Background: an optimization exercise with open tools, aiming at small area, a short achievable clock period and few clock cycles. Do not read the settings as production practice. At most, simulation tests tie the RTL to the original design; equivalence was not proved.

==> trial 3: inputs <==
Design SM_2300_Task6_dijkstra, start of the top module:
module SM_2300_Task6_dijkstra(
  input clk_50M,
  input rst,
  input go,
  input [5:0] src,
  input [5:0] dst,
  input [209:0] weights,
  output ready,
  output reg out_valid,
  output reg [5:0] out_node,
  output reg out_last,
  output reg [10:0] path_cost
);
Settings: LEC_CHECK=0, ABC_AREA=1, CAP_MARGIN=20, CORE_MARGIN=2, CORE_UTILIZATION=40, SLEW_MARGIN=20, SYNTH_MEMORY_MAX_BITS=65536; clock period 80.0 ns.
standard.sh (not shown) runs the stock make flow with config.mk's settings and CLKGATE_MAP_FILE= SYNTH_SCRIPT=/design/flow/synth_recipe.tcl, a recipe that flattens the netlist after the stock synthesis.
==> flow/flow/run.sh <==
#!/bin/bash
set -euo pipefail
bash standard.sh "BUFFER_PORTS_ARGS=-buffer_cell sky130_fd_sc_hd__buf_1" "CTS_ARGS=-sink_clustering_enable -repair_clock_nets -dont_use_dummy_load -buf_list sky130_fd_sc_hd__clkbuf_4 -root_buf sky130_fd_sc_hd__clkbuf_16" finish > make_finish.log 2>&1
==> trial 18: changes against trial 3 <==
--- a/flow/design.v
+++ b/flow/design.v
@@ -533,77 +533,56 @@
   out_node <= nxt;
   out_last <= wact & nlast;
   path_cost <= {3'b000, cost_w};
   wcur <= nxt;
   wdir <= ndir;
   wcost <= cost_w;
   wself <= 1'b0;
-  if (wact) begin
-    wpend <= 1'b0;
-    wact <= ~nlast;
-  end
   if (spend) begin
     scost <= cost_now;
     sdir <= ydir;
-    spend <= 1'b0;
+  end
+  spend <= to_slot;
+  if (wfree) begin
+    opar[0] <= sact ? spar[0] : pn0;
+    opar[1] <= sact ? spar[1] : pn1;
+    opar[2] <= sact ? spar[2] : pn2;
+    opar[3] <= sact ? spar[3] : pn3;
+    opar[4] <= sact ? spar[4] : pn4;
+    opar[5] <= sact ? spar[5] : pn5;
+    opar[6] <= sact ? spar[6] : pn6;
+    opar[7] <= sact ? spar[7] : pn7;
+    opar[8] <= sact ? spar[8] : pn8;
+    opar[9] <= sact ? spar[9] : pn9;
+    wcur <= sact ? scur : hcur;
+    wself <= sact ? sself : hself;
+    wdst <= sact ? sdst : dstr;
   end
   if (move) begin
-    opar[0] <= spar[0];
-    opar[1] <= spar[1];
-    opar[2] <= spar[2];
-    opar[3] <= spar[3];
-    opar[4] <= spar[4];
-    opar[5] <= spar[5];
-    opar[6] <= spar[6];
-    opar[7] <= spar[7];
-    opar[8] <= spar[8];
-    opar[9] <= spar[9];
-    wcur <= scur;
-    wself <= sself;
-    wdst <= sdst;
     wdir <= spend ? ydir : sdir;
     wcost <= spend ? cost_now : scost;
-    wpend <= 1'b0;
-    wact <= 1'b1;
-    sact <= 1'b0;
-  end
-  if (direct) begin
-    opar[0] <= pn0;
-    opar[1] <= pn1;
-    opar[2] <= pn2;
-    opar[3] <= pn3;
-    opar[4] <= pn4;
-    opar[5] <= pn5;
-    opar[6] <= pn6;
-    opar[7] <= pn7;
-    opar[8] <= pn8;
-    opar[9] <= pn9;
-    wcur <= hcur;
-    wself <= hself;
-    wdst <= dstr;
-    wpend <= 1'b1;
-    wact <= 1'b1;
   end
-  if (to_slot) begin
+  wpend <= direct;
+  wact <= (wact & ~nlast) | move | direct;
+  if (~sact | move) begin
     spar[0] <= pn0;
     spar[1] <= pn1;
     spar[2] <= pn2;
     spar[3] <= pn3;
     spar[4] <= pn4;
     spar[5] <= pn5;
     spar[6] <= pn6;
     spar[7] <= pn7;
     spar[8] <= pn8;
     spar[9] <= pn9;
     scur <= hcur;
     sself <= hself;
     sdst <= dstr;
-    spend <= 1'b1;
-    sact <= 1'b1;
   end
+  sact <= to_slot | (sact & ~move);
   if (handover) begin
     busy <= 1'b0;
     rdy <= 1'b1;
   end
   if (~busy & go) begin
     busy <= 1'b1;
     rdy <= 1'b0;
==> flow/flow/run.sh (replaced) <==
#!/bin/bash
# Layout flow: the standard layout (standard.sh: the standard synthesis and every ORFS
# step), with these changes to how the layout is built:
#  - at the end of the floorplan step, restructure.tcl re-maps the combinational logic for
#    area with OpenROAD's restructure command (registers untouched);
#  - the timing repairs aim at a 17.1 ns period (setup margin 62.9 ns on the 80 ns clock);
#    the constraints themselves are unchanged;
#  - the port buffers that buffer_ports adds are sky130_fd_sc_hd__buf_1 cells instead of
#    the delay-buffer cell it picks by itself (every port still gets its buffer);
#  - clock tree synthesis uses clkbuf_4 cells below a clkbuf_16 root and no dummy loads.
# make's full output goes to make_finish.log in this folder; the ORFS step logs stay under
# orfs/logs/.
set -euo pipefail
bash standard.sh \
  "BUFFER_PORTS_ARGS=-buffer_cell sky130_fd_sc_hd__buf_1" \
  "CTS_ARGS=-sink_clustering_enable -repair_clock_nets -dont_use_dummy_load -buf_list sky130_fd_sc_hd__clkbuf_4 -root_buf sky130_fd_sc_hd__clkbuf_16" \
  "SETUP_SLACK_MARGIN=62.9" \
  "POST_FLOORPLAN_TCL=$PWD/flow/restructure.tcl" \
  finish > make_finish.log 2>&1
==> flow/flow/restructure.tcl (new file) <==
# Area-oriented resynthesis of the combinational logic with OpenROAD's restructure (ABC),
# run at the end of the floorplan step through ORFS's POST_FLOORPLAN_TCL hook. Registers
# are not touched. ABC maps onto a copy of the platform's liberty file without the cells
# the platform marks don't-use.
set src_lib [lindex $::env(LIB_FILES) 0]
set lib_ok $::env(RESULTS_DIR)/restructure_cells.lib
set patterns {}
foreach c $::env(DONT_USE_CELLS) { lappend patterns $c }
set in [open $src_lib r]
set out [open $lib_ok w]
set skip 0
set depth 0
while {[gets $in line] >= 0} {
  if {!$skip && [regexp {^\s*cell\s*\(\s*"?([A-Za-z0-9_]+)"?\s*\)} $line -> name]} {
    foreach p $patterns {
      if {[string match $p $name]} { set skip 1; set depth 0; break }
    }
  }
  if {$skip} {
    incr depth [regexp -all {\{} $line]
    incr depth [expr {-[regexp -all {\}} $line]}]
    if {$depth <= 0 && [regexp {\}} $line]} { set skip 0 }
    continue
  }
  puts $out $line
}
close $in
close $out
set_dont_use $::env(DONT_USE_CELLS)
file mkdir $::env(RESULTS_DIR)/rmp
restructure -target area -liberty_file $lib_ok \
  -tielo_port sky130_fd_sc_hd__conb_1/LO -tiehi_port sky130_fd_sc_hd__conb_1/HI \
  -work_dir $::env(RESULTS_DIR)/rmp -abc_logfile $::env(LOG_DIR)/restructure_abc.log
CORE_UTILIZATION = 60   (was 40)
==> trial 54: changes against trial 3 <==
--- a/flow/design.v
+++ b/flow/design.v
@@ -533,77 +533,56 @@
   out_node <= nxt;
   out_last <= wact & nlast;
   path_cost <= {3'b000, cost_w};
   wcur <= nxt;
   wdir <= ndir;
   wcost <= cost_w;
   wself <= 1'b0;
-  if (wact) begin
-    wpend <= 1'b0;
-    wact <= ~nlast;
-  end
   if (spend) begin
     scost <= cost_now;
     sdir <= ydir;
-    spend <= 1'b0;
+  end
+  spend <= to_slot;
+  if (wfree) begin
+    opar[0] <= sact ? spar[0] : pn0;
+    opar[1] <= sact ? spar[1] : pn1;
+    opar[2] <= sact ? spar[2] : pn2;
+    opar[3] <= sact ? spar[3] : pn3;
+    opar[4] <= sact ? spar[4] : pn4;
+    opar[5] <= sact ? spar[5] : pn5;
+    opar[6] <= sact ? spar[6] : pn6;
+    opar[7] <= sact ? spar[7] : pn7;
+    opar[8] <= sact ? spar[8] : pn8;
+    opar[9] <= sact ? spar[9] : pn9;
+    wcur <= sact ? scur : hcur;
+    wself <= sact ? sself : hself;
+    wdst <= sact ? sdst : dstr;
   end
   if (move) begin
-    opar[0] <= spar[0];
-    opar[1] <= spar[1];
-    opar[2] <= spar[2];
-    opar[3] <= spar[3];
-    opar[4] <= spar[4];
-    opar[5] <= spar[5];
-    opar[6] <= spar[6];
-    opar[7] <= spar[7];
-    opar[8] <= spar[8];
-    opar[9] <= spar[9];
-    wcur <= scur;
-    wself <= sself;
-    wdst <= sdst;
     wdir <= spend ? ydir : sdir;
     wcost <= spend ? cost_now : scost;
-    wpend <= 1'b0;
-    wact <= 1'b1;
-    sact <= 1'b0;
-  end
-  if (direct) begin
-    opar[0] <= pn0;
-    opar[1] <= pn1;
-    opar[2] <= pn2;
-    opar[3] <= pn3;
-    opar[4] <= pn4;
-    opar[5] <= pn5;
-    opar[6] <= pn6;
-    opar[7] <= pn7;
-    opar[8] <= pn8;
-    opar[9] <= pn9;
-    wcur <= hcur;
-    wself <= hself;
-    wdst <= dstr;
-    wpend <= 1'b1;
-    wact <= 1'b1;
   end
-  if (to_slot) begin
+  wpend <= direct;
+  wact <= (wact & ~nlast) | move | direct;
+  if (~sact | move) begin
     spar[0] <= pn0;
     spar[1] <= pn1;
     spar[2] <= pn2;
     spar[3] <= pn3;
     spar[4] <= pn4;
     spar[5] <= pn5;
     spar[6] <= pn6;
     spar[7] <= pn7;
     spar[8] <= pn8;
     spar[9] <= pn9;
     scur <= hcur;
     sself <= hself;
     sdst <= dstr;
-    spend <= 1'b1;
-    sact <= 1'b1;
   end
+  sact <= to_slot | (sact & ~move);
   if (handover) begin
     busy <= 1'b0;
     rdy <= 1'b1;
   end
   if (~busy & go) begin
     busy <= 1'b1;
     rdy <= 1'b0;
==> flow/flow/run.sh (replaced) <==
#!/bin/bash
set -euo pipefail
bash standard.sh "BUFFER_PORTS_ARGS=-buffer_cell sky130_fd_sc_hd__buf_1" "CTS_ARGS=-sink_clustering_enable -repair_clock_nets -dont_use_dummy_load -buf_list sky130_fd_sc_hd__clkbuf_4 -root_buf sky130_fd_sc_hd__clkbuf_16" "SETUP_SLACK_MARGIN=62.9" "POST_FLOORPLAN_TCL=$PWD/flow/restructure.tcl" finish > make_finish.log 2>&1
==> flow/flow/restructure.tcl (new file) <==
# Area-oriented resynthesis of the combinational logic with OpenROAD's restructure (ABC),
# run at the end of the floorplan step through ORFS's POST_FLOORPLAN_TCL hook. Registers
# are not touched. ABC maps onto a copy of the platform's liberty file without the cells
# the platform marks don't-use.
set src_lib [lindex $::env(LIB_FILES) 0]
set lib_ok $::env(RESULTS_DIR)/restructure_cells.lib
set patterns {}
foreach c $::env(DONT_USE_CELLS) { lappend patterns $c }
set in [open $src_lib r]
set out [open $lib_ok w]
set skip 0
set depth 0
while {[gets $in line] >= 0} {
  if {!$skip && [regexp {^\s*cell\s*\(\s*"?([A-Za-z0-9_]+)"?\s*\)} $line -> name]} {
    foreach p $patterns {
      if {[string match $p $name]} { set skip 1; set depth 0; break }
    }
  }
  if {$skip} {
    incr depth [regexp -all {\{} $line]
    incr depth [expr {-[regexp -all {\}} $line]}]
    if {$depth <= 0 && [regexp {\}} $line]} { set skip 0 }
    continue
  }
  puts $out $line
}
close $in
close $out
set_dont_use $::env(DONT_USE_CELLS)
file mkdir $::env(RESULTS_DIR)/rmp
restructure -target area -liberty_file $lib_ok \
  -tielo_port sky130_fd_sc_hd__conb_1/LO -tiehi_port sky130_fd_sc_hd__conb_1/HI \
  -work_dir $::env(RESULTS_DIR)/rmp -abc_logfile $::env(LOG_DIR)/restructure_abc.log
CORE_UTILIZATION = 48   (was 40)
==> build 41: changes against trial 3 <==
--- a/flow/design.v
+++ b/flow/design.v
@@ -533,77 +533,56 @@
   out_node <= nxt;
   out_last <= wact & nlast;
   path_cost <= {3'b000, cost_w};
   wcur <= nxt;
   wdir <= ndir;
   wcost <= cost_w;
   wself <= 1'b0;
-  if (wact) begin
-    wpend <= 1'b0;
-    wact <= ~nlast;
-  end
   if (spend) begin
     scost <= cost_now;
     sdir <= ydir;
-    spend <= 1'b0;
+  end
+  spend <= to_slot;
+  if (wfree) begin
+    opar[0] <= sact ? spar[0] : pn0;
+    opar[1] <= sact ? spar[1] : pn1;
+    opar[2] <= sact ? spar[2] : pn2;
+    opar[3] <= sact ? spar[3] : pn3;
+    opar[4] <= sact ? spar[4] : pn4;
+    opar[5] <= sact ? spar[5] : pn5;
+    opar[6] <= sact ? spar[6] : pn6;
+    opar[7] <= sact ? spar[7] : pn7;
+    opar[8] <= sact ? spar[8] : pn8;
+    opar[9] <= sact ? spar[9] : pn9;
+    wcur <= sact ? scur : hcur;
+    wself <= sact ? sself : hself;
+    wdst <= sact ? sdst : dstr;
   end
   if (move) begin
-    opar[0] <= spar[0];
-    opar[1] <= spar[1];
-    opar[2] <= spar[2];
-    opar[3] <= spar[3];
-    opar[4] <= spar[4];
-    opar[5] <= spar[5];
-    opar[6] <= spar[6];
-    opar[7] <= spar[7];
-    opar[8] <= spar[8];
-    opar[9] <= spar[9];
-    wcur <= scur;
-    wself <= sself;
-    wdst <= sdst;
     wdir <= spend ? ydir : sdir;
     wcost <= spend ? cost_now : scost;
-    wpend <= 1'b0;
-    wact <= 1'b1;
-    sact <= 1'b0;
-  end
-  if (direct) begin
-    opar[0] <= pn0;
-    opar[1] <= pn1;
-    opar[2] <= pn2;
-    opar[3] <= pn3;
-    opar[4] <= pn4;
-    opar[5] <= pn5;
-    opar[6] <= pn6;
-    opar[7] <= pn7;
-    opar[8] <= pn8;
-    opar[9] <= pn9;
-    wcur <= hcur;
-    wself <= hself;
-    wdst <= dstr;
-    wpend <= 1'b1;
-    wact <= 1'b1;
   end
-  if (to_slot) begin
+  wpend <= direct;
+  wact <= (wact & ~nlast) | move | direct;
+  if (~sact | move) begin
     spar[0] <= pn0;
     spar[1] <= pn1;
     spar[2] <= pn2;
     spar[3] <= pn3;
     spar[4] <= pn4;
     spar[5] <= pn5;
     spar[6] <= pn6;
     spar[7] <= pn7;
     spar[8] <= pn8;
     spar[9] <= pn9;
     scur <= hcur;
     sself <= hself;
     sdst <= dstr;
-    spend <= 1'b1;
-    sact <= 1'b1;
   end
+  sact <= to_slot | (sact & ~move);
   if (handover) begin
     busy <= 1'b0;
     rdy <= 1'b1;
   end
   if (~busy & go) begin
     busy <= 1'b1;
     rdy <= 1'b0;
==> qor summary <==
                                                                      build 41                 trial 54                 trial 18                  trial 3
Result of the run                                      complete, no violations  complete, no violations  complete, no violations  complete, no violations
Multi-input gate area in the final layout                          21800 sq um              18100 sq um              18100 sq um              22200 sq um
Capture point of the critical path                                     offs[0]                  offd[1]                  offd[3]               spar[4][1]
Flip-flop and latch share of the layout cell area                        24.2%                    27.4%                    27.7%                    24.0%
Wire length of the first global-routing pass                         214000 um                214000 um                200000 um                219000 um
Avg WL per Cell                                                        23.1 um                  27.7 um                  26.2 um                  23.8 um
Logic depth of the worst setup path including buffers                        9                        9                        7                       64
Die Footprint                                                      90600 sq um              75700 sq um              60800 sq um              91800 sq um
Timing-limited maximum frequency                                    0.0566 GHz               0.0582 GHz               0.0581 GHz               0.0572 GHz
HP Start                                                               scur[1]                  scur[5]                     wact                 scost[6]
Critical Path Source Type                                        primary input            primary input            primary input                flip-flop
Fin worst setup slack                                                 62.33 ns                 62.81 ns                 62.78 ns                 62.51 ns
Cell with the largest stage delay on the worst path    sky130_fd_sc_hd__nor2_1  sky130_fd_sc_hd__nor2_2   sky130_fd_sc_hd__or3_4  sky130_fd_sc_hd__nor2_1
Inverters, non-clock                                                       977                      675                      675                      980
Via count                                                                35775                    36119                    36472                    36161
Number of nets at the end of the flow                                     5897                     4745                     4728                     5926
Setup bufs post-CTS                                                          0                       11                       14                        0
Worst hold slack across all endpoints                                 0.444 ns                 0.426 ns                 0.453 ns                 0.467 ns
Testbench counts of trial 18, summed over its fixed seeds: cycles 867.
Testbench counts of trial 54, summed over its fixed seeds: cycles 867.
Testbench counts of build 41, summed over its fixed seeds: cycles 867.
Function not checked in trial 3: the RTL went through the layout flow alone.

* * *

==> inputs of run a <==
RTL: one of the versions met above, not the one the previous note started from.
Settings: LEC_CHECK=0, ABC_AREA=1, CAP_MARGIN=20, CORE_MARGIN=2, CORE_UTILIZATION=48, SLEW_MARGIN=20, SYNTH_MEMORY_MAX_BITS=65536; clock period 80.0 ns.
==> flow/flow/run.sh <==
#!/bin/bash
# Layout flow: the standard layout (standard.sh: the standard synthesis and every ORFS
# step), with these changes to how the layout is built:
#  - at the end of the floorplan step, restructure.tcl re-maps the combinational logic for
#    area with OpenROAD's restructure command (registers untouched);
#  - the timing repairs aim at a 17.1 ns period (setup margin 62.9 ns on the 80 ns clock);
#    the constraints themselves are unchanged;
#  - the port buffers that buffer_ports adds are sky130_fd_sc_hd__buf_1 cells instead of
#    the delay-buffer cell it picks by itself (every port still gets its buffer);
#  - clock tree synthesis uses clkbuf_4 cells below a clkbuf_16 root and no dummy loads.
# make's full output goes to make_finish.log in this folder; the ORFS step logs stay under
# orfs/logs/.
set -euo pipefail
bash standard.sh \
  "BUFFER_PORTS_ARGS=-buffer_cell sky130_fd_sc_hd__buf_1" \
  "CTS_ARGS=-sink_clustering_enable -repair_clock_nets -dont_use_dummy_load -buf_list sky130_fd_sc_hd__clkbuf_4 -root_buf sky130_fd_sc_hd__clkbuf_16" \
  "SETUP_SLACK_MARGIN=62.9" \
  "POST_FLOORPLAN_TCL=$PWD/flow/restructure.tcl" \
  finish > make_finish.log 2>&1
==> flow/flow/restructure.tcl <==
# Area-oriented resynthesis of the combinational logic with OpenROAD's restructure (ABC),
# run at the end of the floorplan step through ORFS's POST_FLOORPLAN_TCL hook. Registers
# are not touched. ABC maps onto a copy of the platform's liberty file without the cells
# the platform marks don't-use.
set src_lib [lindex $::env(LIB_FILES) 0]
set lib_ok $::env(RESULTS_DIR)/restructure_cells.lib
set patterns {}
foreach c $::env(DONT_USE_CELLS) { lappend patterns $c }
set in [open $src_lib r]
set out [open $lib_ok w]
set skip 0
set depth 0
while {[gets $in line] >= 0} {
  if {!$skip && [regexp {^\s*cell\s*\(\s*"?([A-Za-z0-9_]+)"?\s*\)} $line -> name]} {
    foreach p $patterns {
      if {[string match $p $name]} { set skip 1; set depth 0; break }
    }
  }
  if {$skip} {
    incr depth [regexp -all {\{} $line]
    incr depth [expr {-[regexp -all {\}} $line]}]
    if {$depth <= 0 && [regexp {\}} $line]} { set skip 0 }
    continue
  }
  puts $out $line
}
close $in
close $out
set_dont_use $::env(DONT_USE_CELLS)
file mkdir $::env(RESULTS_DIR)/rmp
restructure -target area -liberty_file $lib_ok \
  -tielo_port sky130_fd_sc_hd__conb_1/LO -tiehi_port sky130_fd_sc_hd__conb_1/HI \
  -work_dir $::env(RESULTS_DIR)/rmp -abc_logfile $::env(LOG_DIR)/restructure_abc.log
==> inputs of run b, as changes to run a <==
==> flow/flow/run.sh (replaced) <==
#!/bin/bash
set -euo pipefail
bash standard.sh "BUFFER_PORTS_ARGS=-buffer_cell sky130_fd_sc_hd__buf_1" "CTS_ARGS=-sink_clustering_enable -repair_clock_nets -dont_use_dummy_load -buf_list sky130_fd_sc_hd__clkbuf_4 -root_buf sky130_fd_sc_hd__clkbuf_16" "SETUP_SLACK_MARGIN=63.3" finish > make_finish.log 2>&1
--- a/flow/config.mk
+++ b/flow/config.mk
@@ -8,6 +8,6 @@
 export ABC_AREA = 1
 export CAP_MARGIN = 20
 export CORE_MARGIN = 2
-export CORE_UTILIZATION = 48
+export CORE_UTILIZATION = 40
 export SLEW_MARGIN = 20
 export SYNTH_MEMORY_MAX_BITS = 65536
removed: flow/flow/restructure.tcl
==> run summary <==
The highest metal layer used by the detailed router was met5. Following the worst setup path forward leads to its endpoint at path_cost[0]. The number of buffers and inverters on the critical path is 1. Entering global routing, the biggest net connects 90 pins.

End of the worst hold path: scost[3]. Once placement finished, the instance area stood at 37,600 sq um. In this run the horizontal extent of the chip is 301 um. The area growth from synthesis to layout is 11.7%. After clock tree synthesis, the clock-pin slew on the worst setup and hold paths is 0.06 ns. The run finished with no timing, DRC or antenna violations.
(the above is from run b)
==> run summary <==
The post-synthesis compound-gate area fraction came out at 17.3%. Across the placement rows, the number of tap cells is 959. Clock-pin slew was measured on the worst setup and hold paths at 0.07 ns. The die is 275 um wide. The area-dominant cell class after layout was multi-input gates. The cell area after placement was 32,300 sq um. The total overflow left after global routing is 0. The number of buffers and inverters on the critical path is 3. The area growth from synthesis to layout is -3.80%. The minimum period implied by the final worst setup slack works out to 17.19 ns.

The critical path ends at offd[1]. The tools report the worst endpoint required time as 80.44 ns. The worst hold path terminates at wcur[5].

The flow ran to the end and the layout has no timing, DRC or antenna violations. Entering global routing, the biggest net connects 63 pins.
(the above is from run a)
Testbench counts of run a, summed over its fixed seeds: cycles 867.
Testbench counts of run b, summed over its fixed seeds: cycles 867.

static timing again, ports no longer ideal:
The flow's constraints put no driver on any port. The routed layouts listed below were extracted and timed again, unchanged, in two steps. Step 1: set_driving_cell puts a clkbuf_16 on clk_50M and a buf_2 on each other input, an assumption about the parent block. Step 2 also shifts input and output timing later by t, the mid clock arrival at the registers, as if the neighbouring blocks saw the same clock. Slacks: ideal / step 1 / step 2; pairs: ideal / step 1.
| run | shift t [ns] | setup slack, ns | hold slack, ns | slew at the worst register clock pin (ns) | worst slew at a driven data input, ns |
|---|---|---|---|---|---|
| trial 3 | 0.658 | 62.512 / 62.512 / 61.983 | 0.467 / 0.467 / 0.467 | 0.07 / 0.07 | 0.11 |
| trial 18 | 0.635 | 62.777 / 62.793 / 62.158 | 0.453 / 0.453 / 0.453 | 0.08 / 0.08 | 0.10 |
| trial 54 | 0.629 | 62.814 / 62.819 / 62.190 | 0.426 / 0.426 / 0.426 | 0.07 / 0.07 | 0.13 |
| build 41 | 0.668 | 62.328 / 62.352 / 61.684 | 0.444 / 0.444 / 0.444 | 0.07 / 0.07 | 0.10 |
| run a | 0.629 | 62.814 / 62.819 / 62.190 | 0.426 / 0.426 / 0.426 | 0.07 / 0.07 | 0.13 |
| run b | 0.668 | 62.929 / 62.855 / 62.335 | 0.456 / 0.456 / 0.456 | 0.07 / 0.07 | 0.09 |
After both steps setup and hold are still met in every run listed. For build 41, which loses most, drivers alone change the setup slack by +0.024 ns; drivers and shift together by -0.644 ns.
